Context: an optimization exercise on an open-source flow, tuned for small area and a short achievable clock period. The choices shown serve that exercise and are no tape-out recipe.
Function was checked by simulation only, so behaviour that the tests miss may differ from the original.
Power and IR drop assume default switching activity.

==> flow/design.v <==
module fpadd_40(x_40,y_40,res_40,clk_40,rst_40);
input  [31:0] x_40, y_40;
output [31:0] res_40;
input  clk_40, rst_40;
wire [7:0] ex = x_40[30:23];
wire [7:0] ey = y_40[30:23];
wire [7:0] dxy = ex - ey;                    
wire [7:0] dyx = ey - ex;                    
wire [4:0] cxy = (dxy > 8'd24) ? 5'd31 : dxy[4:0];    
wire [4:0] cyx = (dyx > 8'd24) ? 5'd31 : dyx[4:0];
wire       swap = y_40[30:0] > x_40[30:0];   
reg [22:0] fx1, fy1;
reg        hx1, hy1, sw1, sg1, sub1;
reg [7:0]  ea1;
reg [4:0]  d1;
always @(posedge clk_40) begin
  fx1  <= x_40[22:0];
  fy1  <= y_40[22:0];
  hx1  <= |x_40[30:0];
  hy1  <= |y_40[30:0];
  sw1  <= swap;
  ea1  <= swap ? ey : ex;
  d1   <= swap ? cyx : cxy;
  sg1  <= swap ? y_40[31] : x_40[31];
  sub1 <= x_40[31] ^ y_40[31];
end
wire [23:0] sa = sw1 ? {hy1, fy1} : {hx1, fx1};
wire [23:0] sb = sw1 ? {hx1, fx1} : {hy1, fy1};
wire [24:0] b0 = {sb, 1'b0};
wire [24:0] b1 = d1[4] ? {16'd0, b0[24:16]} : b0;
wire [24:0] b2 = d1[3] ? { 8'd0, b1[24:8]}  : b1;
wire [24:0] b3 = d1[2] ? { 4'd0, b2[24:4]}  : b2;
wire [24:0] b4 = d1[1] ? { 2'd0, b3[24:2]}  : b3;
wire [24:0] b5 = d1[0] ? { 1'd0, b4[24:1]}  : b4;
reg [23:0] smask;
integer k;
always @(*) begin
  for (k = 0; k < 24; k = k + 1)
    smask[k] = (d1 >= k + 2) && (d1 <= k + 21) && (d1 <= 24);
end
wire sticky = |(sb & smask);
reg [23:0] sa2;
reg [24:0] bsh2;
reg [7:0]  ea2;
reg        st2, sg2, sub2;
always @(posedge clk_40) begin
  sa2 <= sa; bsh2 <= b5; ea2 <= ea1 + 8'd1;
  st2 <= sticky; sg2 <= sg1; sub2 <= sub1;
end
wire [26:0] s27 = {1'b0, sa2, 1'b0, 1'b1} + {sub2, bsh2 ^ {25{sub2}}, sub2 & ~st2};
wire [25:0] s = s27[26:1];
reg [25:0] s3;
reg [7:0]  e3;
reg        sg3;
always @(posedge clk_40) begin
  s3 <= s; e3 <= ea2; sg3 <= sg2;
end
wire [31:0] v = {s3, 6'd0};
wire [15:0] z1;  wire [15:0] c1;       
genvar g;
generate for (g = 0; g < 16; g = g + 1) begin : l1
  assign z1[g] = ~(v[2*g+1] | v[2*g]);
  assign c1[g] = ~v[2*g+1];
end endgenerate
wire [7:0] z2; wire [15:0] c2;         
generate for (g = 0; g < 8; g = g + 1) begin : l2
  assign z2[g] = z1[2*g+1] & z1[2*g];
  assign c2[2*g+1:2*g] = z1[2*g+1] ? {1'b1, c1[2*g]} : {1'b0, c1[2*g+1]};
end endgenerate
wire [3:0] z3; wire [11:0] c3;         
generate for (g = 0; g < 4; g = g + 1) begin : l3
  assign z3[g] = z2[2*g+1] & z2[2*g];
  assign c3[3*g+2:3*g] = z2[2*g+1] ? {1'b1, c2[4*g+1:4*g]} : {1'b0, c2[4*g+3:4*g+2]};
end endgenerate
wire [1:0] z4; wire [7:0] c4;          
generate for (g = 0; g < 2; g = g + 1) begin : l4
  assign z4[g] = z3[2*g+1] & z3[2*g];
  assign c4[4*g+3:4*g] = z3[2*g+1] ? {1'b1, c3[6*g+2:6*g]} : {1'b0, c3[6*g+5:6*g+3]};
end endgenerate
wire       nz = ~(z4[1] & z4[0]);
wire [4:0] lz = z4[1] ? {1'b1, c4[3:0]} : {1'b0, c4[7:4]};
wire [25:0] n1 = lz[4] ? {s3[9:0], 16'd0} : s3;
wire [25:0] n2 = lz[3] ? {n1[17:0], 8'd0} : n1;
wire [25:0] n3 = lz[2] ? {n2[21:0], 4'd0} : n2;
wire [25:0] n4 = lz[1] ? {n3[23:0], 2'd0} : n3;
wire [25:0] n5 = lz[0] ? {n4[24:0], 1'd0} : n4;
wire [7:0]  er = e3 - {3'b0, lz};
wire [31:0] r  = {sg3 & nz, nz ? er : 8'd0, n5[24:2]};
reg [31:0] r4;
always @(posedge clk_40) r4 <= r;
assign res_40 = r4;
endmodule
Settings: LEC_CHECK=0, CAP_MARGIN=20, CORE_MARGIN=2, CORE_UTILIZATION=40, SETUP_SLACK_MARGIN=2.9, SLEW_MARGIN=20; clock period 5.0 ns.
run.sh (not shown) runs the stock make flow with config.mk's settings and CLKGATE_MAP_FILE= SYNTH_SCRIPT=/design/flow/synth_recipe.tcl, a recipe that flattens the netlist after the stock synthesis.
The starting point completed with no timing, DRC or antenna violations.
Change:
==> flow/flow/run.sh (new file) <==
#!/bin/bash
# Standard ORFS layout, with the port buffers made from buf_2 cells instead
# of the resizer's default pick. Each step's full log stays under orfs/logs/.
set -euo pipefail
bash standard.sh finish 'BUFFER_PORTS_ARGS=-buffer_cell sky130_fd_sc_hd__buf_2' > make_finish.log 2>&1
==> flow/standard.sh (new file) <==
#!/bin/bash
# synth_recipe.tcl (not shown) runs the flow's synth.tcl, then flattens the netlist and writes it again
# the make line also repeats each setting of config.mk as NAME=value (left out here)
make -C /OpenROAD-flow-scripts/flow DESIGN_CONFIG=/design/flow/config.mk WORK_HOME=/design/flow/orfs CLKGATE_MAP_FILE= SYNTH_SCRIPT=/design/flow/synth_recipe.tcl "${@:-finish}"
- ABC_AREA: not set -> 1
- SETUP_SLACK_MARGIN: 2.9 -> 2.2
removed: flow/run.sh
=> Power decreases by a few percent; maximum frequency increases by roughly a tenth; clock power hardly moves; routed wire length decreases by about a fifth.
Change:
- SETUP_SLACK_MARGIN: 2.2 -> 2.6
After rerunning:
- sequential share of layout area drops by 2.0 points
- first-iteration DRC count rises by a quarter to a third
- setup slack improves by 0.37 ns
- critical path depth fell by 1
- cell area rose by a little under a tenth
- clock power barely changes
Change:
- ABC_AREA: 1 -> not set
- SETUP_SLACK_MARGIN: 2.6 -> 1.2
Outcome: The new run completed without violations. Global-route usage is lower by 1.9 points. Wire length came out lower by roughly a tenth. Area after synthesis fell slightly. Maximum frequency is lower by a quarter to a third. Clock skew is lower by 0.0058 ns. Sequential share of layout area grows by 2.5 points. Synthesized cell count came out lower by about a fifth.
Change:
- SETUP_SLACK_MARGIN: 1.2 -> 2.9
Outcome:
- The changed run finished clean
- global-route usage goes up by 3.0 points
- first-iteration DRC count goes up by about a fifth
- worst hold slack stays flat
- design area is higher by a quarter to a third
- worst setup slack improves by 0.62 ns
- power climbs by a quarter to a third
- critical path depth rises by 2
- wire length came out higher by about a fifth
- fmax went up by about a fifth
- synthesized cell count is unchanged
Change:
- SETUP_SLACK_MARGIN: 2.9 -> 2.2
What happened: The new run went through all stages and came out clean. Utilization falls by 8.5 points. Wire length came out lower by 14%. Register-to-register slack got worse by 0.09 ns. Synthesized cell count is unchanged. Maximum frequency falls by 3.0%. Design area drops by about 15%. Final cell count falls by about 5%. Worst hold slack is worse by 0.0035 ns. Worst setup slack gets worse by 0.089 ns. Synthesized area stays the same. Die area does not change.

## xenon
// fpadd_40: RTL as listed in full above, without the edits since
export LEC_CHECK = 0
export CAP_MARGIN = 20
export CORE_MARGIN = 2
export CORE_UTILIZATION = 40
export SLEW_MARGIN = 20
create_clock -name core_clock -period 5.0 [get_ports {clk_40}]
standard.sh (not shown) runs the stock make flow with config.mk's settings and CLKGATE_MAP_FILE= SYNTH_SCRIPT=/design/flow/synth_recipe.tcl, a recipe that flattens the netlist after the stock synthesis.
==> flow/flow/run.sh <==
#!/bin/bash
# Standard ORFS layout, with the port buffers made from buf_2 cells instead
# of the resizer's default pick. Each step's full log stays under orfs/logs/.
set -euo pipefail
bash standard.sh finish 'BUFFER_PORTS_ARGS=-buffer_cell sky130_fd_sc_hd__buf_2' > make_finish.log 2>&1
The flow did not stop early for xenon: all stages ran, and the layout cleared the timing, DRC and antenna checks.
### xenon -> willow
==> flow/run.sh (new file) <==
#!/bin/bash
# synth_recipe.tcl (not shown) runs the flow's synth.tcl, then flattens the netlist and writes it again
# the make line also repeats each setting of config.mk as NAME=value (left out here)
make -C /OpenROAD-flow-scripts/flow DESIGN_CONFIG=/design/flow/config.mk WORK_HOME=/design/flow/orfs CLKGATE_MAP_FILE= SYNTH_SCRIPT=/design/flow/synth_recipe.tcl finish
removed: flow/flow/run.sh
removed: flow/standard.sh
[summary]
- willow completed end to end with timing, DRC and antenna clean.
- From xenon to willow the numbers moved as follows: final period utilization went up, number of nets in the synthesized netlist essentially unchanged, worst setup slack now sits lower.
- Global routing usage on met1 essentially unchanged between xenon and willow.
- Higher path length in cells of the critical path among xenon and willow: xenon
- Wire length on met1 for willow: about 0.9% down relative to xenon
- Post-route cell area: willow > xenon
- In willow the overall power consumption turned out 0.19 mW higher than in xenon.

Another version of the RTL of fpadd_40 (not shown whole).
Size: ~1600 cells after synthesis.
==> flow/config.mk <==
export PLATFORM = sky130hd
export DESIGN_NAME = fpadd_40
export DESIGN_NICKNAME = fpadd_40
export VERILOG_FILES = /design/flow/design.v
export SDC_FILE = /design/flow/constraint.sdc
export NUM_CORES = 4
export LEC_CHECK = 0
export ABC_AREA = 1
export CAP_MARGIN = 20
export CORE_MARGIN = 2
export CORE_UTILIZATION = 40
export CTS_BUF_LIST = sky130_fd_sc_hd__clkbuf_8
export CTS_CLUSTER_SIZE = 24
export SETUP_SLACK_MARGIN = 2.4
export SLEW_MARGIN = 20
==> flow/constraint.sdc <==
create_clock -name core_clock -period 5.0 [get_ports {clk_40}]
set_input_delay 1.0000 -clock core_clock [delete_from_list [all_inputs] [get_ports {clk_40}]]
set_output_delay 1.0000 -clock core_clock [all_outputs]
set_load 0.01 [all_outputs]
==> flow/flow/run.sh <==
#!/bin/bash
# Standard ORFS layout, with the port buffers made from buf_2 cells instead
# of the resizer's default pick. Each step's full log stays under orfs/logs/.
set -euo pipefail
bash standard.sh finish 'BUFFER_PORTS_ARGS=-buffer_cell sky130_fd_sc_hd__buf_2' > make_finish.log 2>&1
The baseline finished clean.
Change:
==> flow/flow/run.sh (replaced) <==
#!/bin/bash
# Standard ORFS layout with two changes: synthesis leaves adders to ABC
# (ADDER_MAP_FILE empty, so no half/full-adder cells are extracted; the
# synthesis script itself is the standard flow's, unchanged), and the port buffers are
# buf_2 cells. Full make output in make_finish.log, each step's log under
# orfs/logs/.
set -euo pipefail
bash standard.sh finish 'ADDER_MAP_FILE=' 'BUFFER_PORTS_ARGS=-buffer_cell sky130_fd_sc_hd__buf_2' > make_finish.log 2>&1
- ABC_AREA: 1 -> 0
- SETUP_SLACK_MARGIN: 2.4 -> 2.8
Effect: Total power came out higher by about 1.1%. First-iteration DRC count drops by 10%. Fmax fell by 19%.
Change:
==> flow/flow/run.sh (replaced) <==
#!/bin/bash
# Standard ORFS layout with two changes: synthesis leaves adders to ABC
# (ADDER_MAP_FILE empty, so no half/full-adder cells are extracted; the
# synthesis script itself is the standard flow's, unchanged), the port buffers are
# buf_2 cells, and timing repair does not clone gates. Full make output in make_finish.log, each step's log under
# orfs/logs/.
set -euo pipefail
bash standard.sh finish 'ADDER_MAP_FILE=' 'BUFFER_PORTS_ARGS=-buffer_cell sky130_fd_sc_hd__buf_2' 'SKIP_GATE_CLONING=1' > make_finish.log 2>&1
- ABC_AREA: 0 -> 1
- TNS_END_PERCENT: unset -> 5
=>
- The changed run finished clean
- sequential share of layout area grows by 1.0 points
- design area went down by a few percent
- power is lower by a few percent
- sequential power shrinks by a few percent
- global-route usage went up by 0.22 points
- die area goes up by a little under a tenth
- register-to-register slack improves by 0.79 ns
- first-iteration DRC count goes up by a little under a tenth
- final cell count goes up by a quarter to a third
- count of clock-buffer cells in the layout fell by 1
- flip-flop and latch count stays the same
Change:
==> flow/flow/run.sh (replaced) <==
#!/bin/bash
# Standard ORFS layout with two changes: synthesis leaves adders to ABC
# (ADDER_MAP_FILE empty, so no half/full-adder cells are extracted; the
# synthesis script itself is the standard flow's, unchanged), and the port buffers are
# buf_2 cells. Full make output in make_finish.log, each step's log under
# orfs/logs/.
set -euo pipefail
bash standard.sh finish 'ADDER_MAP_FILE=' 'BUFFER_PORTS_ARGS=-buffer_cell sky130_fd_sc_hd__buf_2' > make_finish.log 2>&1
- TNS_END_PERCENT: 5 -> unset
Result: The changed run passed the timing, DRC and antenna checks; sequential power hardly moves; core utilization came out higher by 0.85 points; sequential cell count stays the same; die area is unchanged; routed wire length rises slightly.
Change:
==> flow/flow/run.sh (replaced) <==
#!/bin/bash
# Standard ORFS layout with two changes: synthesis leaves adders to ABC
# (ADDER_MAP_FILE empty, so no half/full-adder cells are extracted; the
# synthesis script itself is the standard flow's, unchanged), the port buffers are
# buf_2 cells, and timing repair does not clone gates. Full make output in make_finish.log, each step's log under
# orfs/logs/.
set -euo pipefail
bash standard.sh finish 'ADDER_MAP_FILE=' 'BUFFER_PORTS_ARGS=-buffer_cell sky130_fd_sc_hd__buf_2' 'SKIP_GATE_CLONING=1' > make_finish.log 2>&1
- SETUP_SLACK_MARGIN: 2.8 -> 2.9
- TNS_END_PERCENT: unset -> 5
The new run finished with timing, DRC and antenna clean.
Critical path depth is lower by 9.
Cell count rose by 0.66%.
Setup slack got worse by 0.093 ns.
Non-clock buffer count went up by 17.
Clock-buffer cell count does not change.
Sequential power is about the same.
Change:
==> flow/flow/run.sh (replaced) <==
#!/bin/bash
# Standard ORFS layout, with the port buffers made from buf_2 cells instead
# of the resizer's default pick. Each step's full log stays under orfs/logs/.
set -euo pipefail
bash standard.sh finish 'BUFFER_PORTS_ARGS=-buffer_cell sky130_fd_sc_hd__buf_2' > make_finish.log 2>&1
- SETUP_SLACK_MARGIN: 2.9 -> 2.6
- TNS_END_PERCENT: 5 -> unset
Die area climbs slightly; sequential power increases by a few percent; synthesized cell count fell by a few percent; cell count decreases by a few percent; worst setup slack is worse by 0.13 ns; total power went up by a few percent.

## alpha
fpadd_40, a different RTL version from the one above (not shown whole).
For scale: ~1600 cells after synthesis, roughly 190 flip-flops, ~98 I/O pins.
export LEC_CHECK = 0
export ABC_AREA = 1
export CAP_MARGIN = 5
export CORE_MARGIN = 2
export CORE_UTILIZATION = 40
export CTS_BUF_LIST = sky130_fd_sc_hd__clkbuf_8
export CTS_CLUSTER_SIZE = 24
export SETUP_SLACK_MARGIN = 2.6
export SLEW_MARGIN = 5
create_clock -name core_clock -period 5.0 [get_ports {clk_40}]
==> flow/flow/run.sh <==
#!/bin/bash
# Standard ORFS layout, with the port buffers made from buf_2 cells instead
# of the resizer's default pick. Each step's full log stays under orfs/logs/.
set -euo pipefail
bash standard.sh finish 'BUFFER_PORTS_ARGS=-buffer_cell sky130_fd_sc_hd__buf_2' > make_finish.log 2>&1
Setup changes, alpha to beta
- SLEW_MARGIN now 20, was 5
- PLACE_DENSITY now 0.85, previously not set
- CAP_MARGIN now 20, was 5
Notes after the runs:
- When beta is measured against alpha, its final critical delay including setup and external delays turns out 0.074 ns higher.
- Compared with alpha, beta shows sequential share of layout area lower by 0.19 points.
- alpha and beta ended up with nearly the same number of nets at the end of the flow.
Input changes introduced in gamma (baseline for comparison: beta):
- swapping 2.6 for 2.8 in SETUP_SLACK_MARGIN
- clearing PLACE_DENSITY, which used to be 0.85
[summary]
- For the minimum period implied by the final worst setup slack, gamma came in 0.085 ns lower than beta did.
- Compared with beta, in gamma final wirelength +10%; setup fix buffers added after clock tree synthesis +12; share of the clock period used by the worst path -1.7 points; critical path depth in cells -1.
- Compared with beta, gamma shows a higher layout overhead on the synthesized area.
- [compare] base=beta new=gamma: number of global-route vias before repair picked up an extra 1.1%, number of top-level design ports neither gained nor lost much, finished layout cell area picked up an extra about 9%, leakage power figure picked up an extra about 6%.

RTL: one of the versions met above, not the one the previous note started from.
Size in the first run: roughly 1700 cells after synthesis, ~190 flip-flops, roughly 98 I/O pins, about 0.011 mm² of cells after synthesis.
## fpadd_40
module fpadd_40(x_40,y_40,res_40,clk_40,rst_40);
input  [31:0] x_40, y_40;
output [31:0] res_40;
input  clk_40, rst_40;
wire [7:0] ex = x_40[30:23];
wire [7:0] ey = y_40[30:23];
wire [8:0] dxy = {1'b0, ex} - {1'b0, ey};
wire [7:0] dyx = ey - ex;
wire       ge  = ~dxy[8];                    
wire [4:0] cxy = (dxy[7:0] > 8'd24) ? 5'd31 : dxy[4:0];   
wire [4:0] cyx = (dyx > 8'd24) ? 5'd31 : dyx[4:0];
wire       swap = y_40[30:0] > x_40[30:0];   
wire       hx   = |x_40[30:0];
wire       hy   = |y_40[30:0];
reg [22:0] fx1, fy1;
reg        hb1, sw1, sx1, sy1, sub1;
reg [7:0]  ea1;
reg [4:0]  d1;
always @(posedge clk_40) begin
  fx1  <= x_40[22:0];
  fy1  <= y_40[22:0];
  hb1  <= hx & hy;                            
  sw1  <= swap;
  ea1  <= ge ? ex : ey;
  d1   <= ge ? cxy : cyx;
  sx1  <= x_40[31] & (hx | hy);               
  sy1  <= y_40[31];
  sub1 <= x_40[31] ^ y_40[31];
end
wire [22:0] fa = sw1 ? fy1 : fx1;
wire        sg1 = sw1 ? sy1 : sx1;
wire [23:0] sb = {hb1, sw1 ? fx1 : fy1};
wire [24:0] b0 = {sb, 1'b0};
wire [24:0] b1 = d1[4] ? {16'd0, b0[24:16]} : b0;
wire [24:0] b2 = d1[3] ? { 8'd0, b1[24:8]}  : b1;
wire [24:0] b3 = d1[2] ? { 4'd0, b2[24:4]}  : b2;
wire [24:0] b4 = d1[1] ? { 2'd0, b3[24:2]}  : b3;
wire [24:0] b5 = d1[0] ? { 1'd0, b4[24:1]}  : b4;
reg [24:1] smask;
integer k;
always @(*) begin
  for (k = 1; k < 25; k = k + 1)
    smask[k] = (d1 > k) && (d1 <= k + 20) && (d1 <= 5'd24);
end
wire sticky = |(b0[24:1] & smask);
wire [25:0] aw = {2'b01, fa, 1'b0};
wire [25:0] bw = {sub1, b5 ^ {25{sub1}}};
wire [25:0] pw = aw ^ bw;
wire [25:0] gw = aw & bw;
reg [25:0] p2;
reg [23:1] g2;            
reg [7:0]  ea2;
reg        ci2, sg2;
always @(posedge clk_40) begin
  p2 <= pw; g2 <= gw[23:1]; ea2 <= ea1 + 8'd1;
  ci2 <= sub1 & ~sticky; sg2 <= sg1;
end
wire [25:0] s;
fpadd_40_add #(26) add (
  .p0(p2),
  .g0({1'b0, ~p2[24], g2, 1'b0}),
  .ci(ci2),
  .s (s)
);
reg [25:0] s3;
reg [7:0]  e3;
reg        sg3;
always @(posedge clk_40) begin
  s3 <= s; e3 <= ea2; sg3 <= sg2;
end
wire [31:0] v = {s3, 6'd0};
wire [15:0] z1;  wire [15:0] c1;       
genvar g;
generate for (g = 0; g < 16; g = g + 1) begin : l1
  ...
==> flow/config.mk <==
export PLATFORM = sky130hd
export DESIGN_NAME = fpadd_40
export DESIGN_NICKNAME = fpadd_40
export VERILOG_FILES = /design/flow/design.v
export SDC_FILE = /design/flow/constraint.sdc
export NUM_CORES = 4
export LEC_CHECK = 0
export ABC_AREA = 1
export CAP_MARGIN = 20
export CORE_MARGIN = 2
export CORE_UTILIZATION = 40
export CTS_BUF_LIST = sky130_fd_sc_hd__clkbuf_8
export CTS_CLUSTER_SIZE = 24
export SETUP_SLACK_MARGIN = 2.9
export SLEW_MARGIN = 20
==> flow/constraint.sdc <==
create_clock -name core_clock -period 5.0 [get_ports {clk_40}]
set_input_delay 1.0000 -clock core_clock [delete_from_list [all_inputs] [get_ports {clk_40}]]
set_output_delay 1.0000 -clock core_clock [all_outputs]
set_load 0.01 [all_outputs]
==> flow/flow/run.sh <==
#!/bin/bash
# Standard ORFS layout with two changes: synthesis leaves adders to ABC
# (ADDER_MAP_FILE empty, so no half/full-adder cells are extracted; the
# synthesis script itself is the standard flow's, unchanged), and the port buffers are
# buf_2 cells. Full make output in make_finish.log, each step's log under
# orfs/logs/.
set -euo pipefail
bash standard.sh finish 'ADDER_MAP_FILE=' 'BUFFER_PORTS_ARGS=-buffer_cell sky130_fd_sc_hd__buf_2' > make_finish.log 2>&1
Change:
==> flow/flow/run.sh (replaced) <==
#!/bin/bash
# Standard ORFS layout with buf_2 port buffers, and timing repair limited to
# removing buffers, sizing and pin swaps. Full make output in make_finish.log,
# each step's log under orfs/logs/.
set -euo pipefail
bash standard.sh finish 'BUFFER_PORTS_ARGS=-buffer_cell sky130_fd_sc_hd__buf_2' 'SETUP_MOVE_SEQUENCE=unbuffer,sizeup,swap' > make_finish.log 2>&1
SETUP_SLACK_MARGIN = 2.6   (was 2.9)
Outcome: The new run ran to the end with no violations; die area climbs slightly; worst hold slack is worse by 0.0046 ns; power drops slightly.
Change:
==> flow/flow/run.sh (replaced) <==
#!/bin/bash
# Standard ORFS layout with buf_2 port buffers and no gate cloning in timing
# repair. Full make output in make_finish.log, each step's log under orfs/logs/.
set -euo pipefail
bash standard.sh finish 'BUFFER_PORTS_ARGS=-buffer_cell sky130_fd_sc_hd__buf_2' 'SKIP_GATE_CLONING=1' > make_finish.log 2>&1
The new run produced a clean layout.
Via count came out higher by about 1.6%.
Area after synthesis is unchanged.
Global-route usage came out higher by 0.36 points.
Fmax came out higher by 6.9%.
Cell area came out higher by 1.5%.
Sequential power stays flat.
Worst setup slack gets better by 0.16 ns.
Synthesized cell count does not change.
Change:
==> flow/flow/run.sh (replaced) <==
#!/bin/bash
# Standard ORFS layout with two changes: synthesis leaves adders to ABC
# (ADDER_MAP_FILE empty, so no half/full-adder cells are extracted; the
# synthesis script itself is the standard flow's, unchanged), and the port buffers are
# buf_2 cells. Full make output in make_finish.log, each step's log under
# orfs/logs/.
set -euo pipefail
bash standard.sh finish 'ADDER_MAP_FILE=' 'BUFFER_PORTS_ARGS=-buffer_cell sky130_fd_sc_hd__buf_2' > make_finish.log 2>&1
PLACE_DENSITY = 0.85   (was not set)
SETUP_SLACK_MARGIN = 2.8   (was 2.6)
The changed run went through all stages and came out clean.
Total power fell by a few percent.
Worst setup slack improves by 0.19 ns.
Combinational power decreases by a few percent.
Utilization goes down by 0.39 points.
Critical path depth decreases by 7.
Final cell count grows by a few percent.
Via count goes up by a few percent.
Wire length goes down by a few percent.

==> port drivers added, routing unchanged <==
The flow's constraints put no driver on any port. The routed layouts listed below were extracted and timed again, unchanged, in two steps.
Step 1: set_driving_cell puts a clkbuf_16 on clk_40 and a buf_2 on each other input, an assumption about the parent block.
Step 2 moves the port delays by t, midway between the first and last clock arrival at a register: inputs arrive t later, outputs are due t later. That takes back most of the time a late clock gives input paths.
Slacks: no drivers / after step 1 / after step 2; pairs: no drivers / after step 1.
| run | t, ns | setup WS [ns] | slew at the worst register clock pin (ns) |
|---|---|---|---|
| the first run of note 1 | 0.477 | 2.069 / 2.069 / 1.818 | 0.07 / 0.07 |
| the second run of note 1 | 0.481 | 2.327 / 2.332 / 1.861 | 0.08 / 0.08 |
| the third run of note 1 | 0.476 | 2.694 / 2.700 / 2.224 | 0.08 / 0.08 |
| the fourth run of note 1 | 0.478 | 1.491 / 1.518 / 1.041 | 0.08 / 0.08 |
| the fifth run of note 1 | 0.475 | 2.115 / 2.115 / 1.847 | 0.08 / 0.08 |
| the sixth run of note 1 | 0.478 | 2.026 / 2.026 / 1.750 | 0.07 / 0.07 |
| xenon | 0.477 | 1.115 / 1.115 / 1.036 | 0.08 / 0.08 |
| willow | 0.472 | 1.048 / 1.073 / 0.601 | 0.07 / 0.07 |
| the first run of note 3 | 0.498 | 2.503 / 2.503 / 2.056 | 0.11 / 0.11 |
| the second run of note 3 | 0.497 | 1.922 / 1.929 / 1.432 | 0.10 / 0.10 |
| the third run of note 3 | 0.502 | 2.893 / 2.896 / 2.405 | 0.11 / 0.11 |
| the fourth run of note 3 | 0.500 | 2.890 / 2.902 / 2.414 | 0.11 / 0.11 |
| the fifth run of note 3 | 0.505 | 2.796 / 2.824 / 2.319 | 0.12 / 0.12 |
| the sixth run of note 3 | 0.518 | 2.662 / 2.685 / 2.168 | 0.11 / 0.11 |
| alpha | 0.512 | 2.704 / 2.711 / 2.217 | 0.12 / 0.12 |
| beta | 0.506 | 2.630 / 2.630 / 2.198 | 0.11 / 0.11 |
| gamma | 0.512 | 2.714 / 2.714 / 2.246 | 0.11 / 0.11 |
| the first run of note 5 | 0.516 | 2.953 / 2.976 / 2.459 | 0.12 / 0.12 |
| the second run of note 5 | 0.518 | 2.518 / 2.518 / 2.165 | 0.11 / 0.11 |
| the third run of note 5 | 0.519 | 2.678 / 2.694 / 2.184 | 0.12 / 0.12 |
| the fourth run of note 5 | 0.514 | 2.869 / 2.890 / 2.376 | 0.11 / 0.11 |
After both steps setup and hold are still met in every run listed.
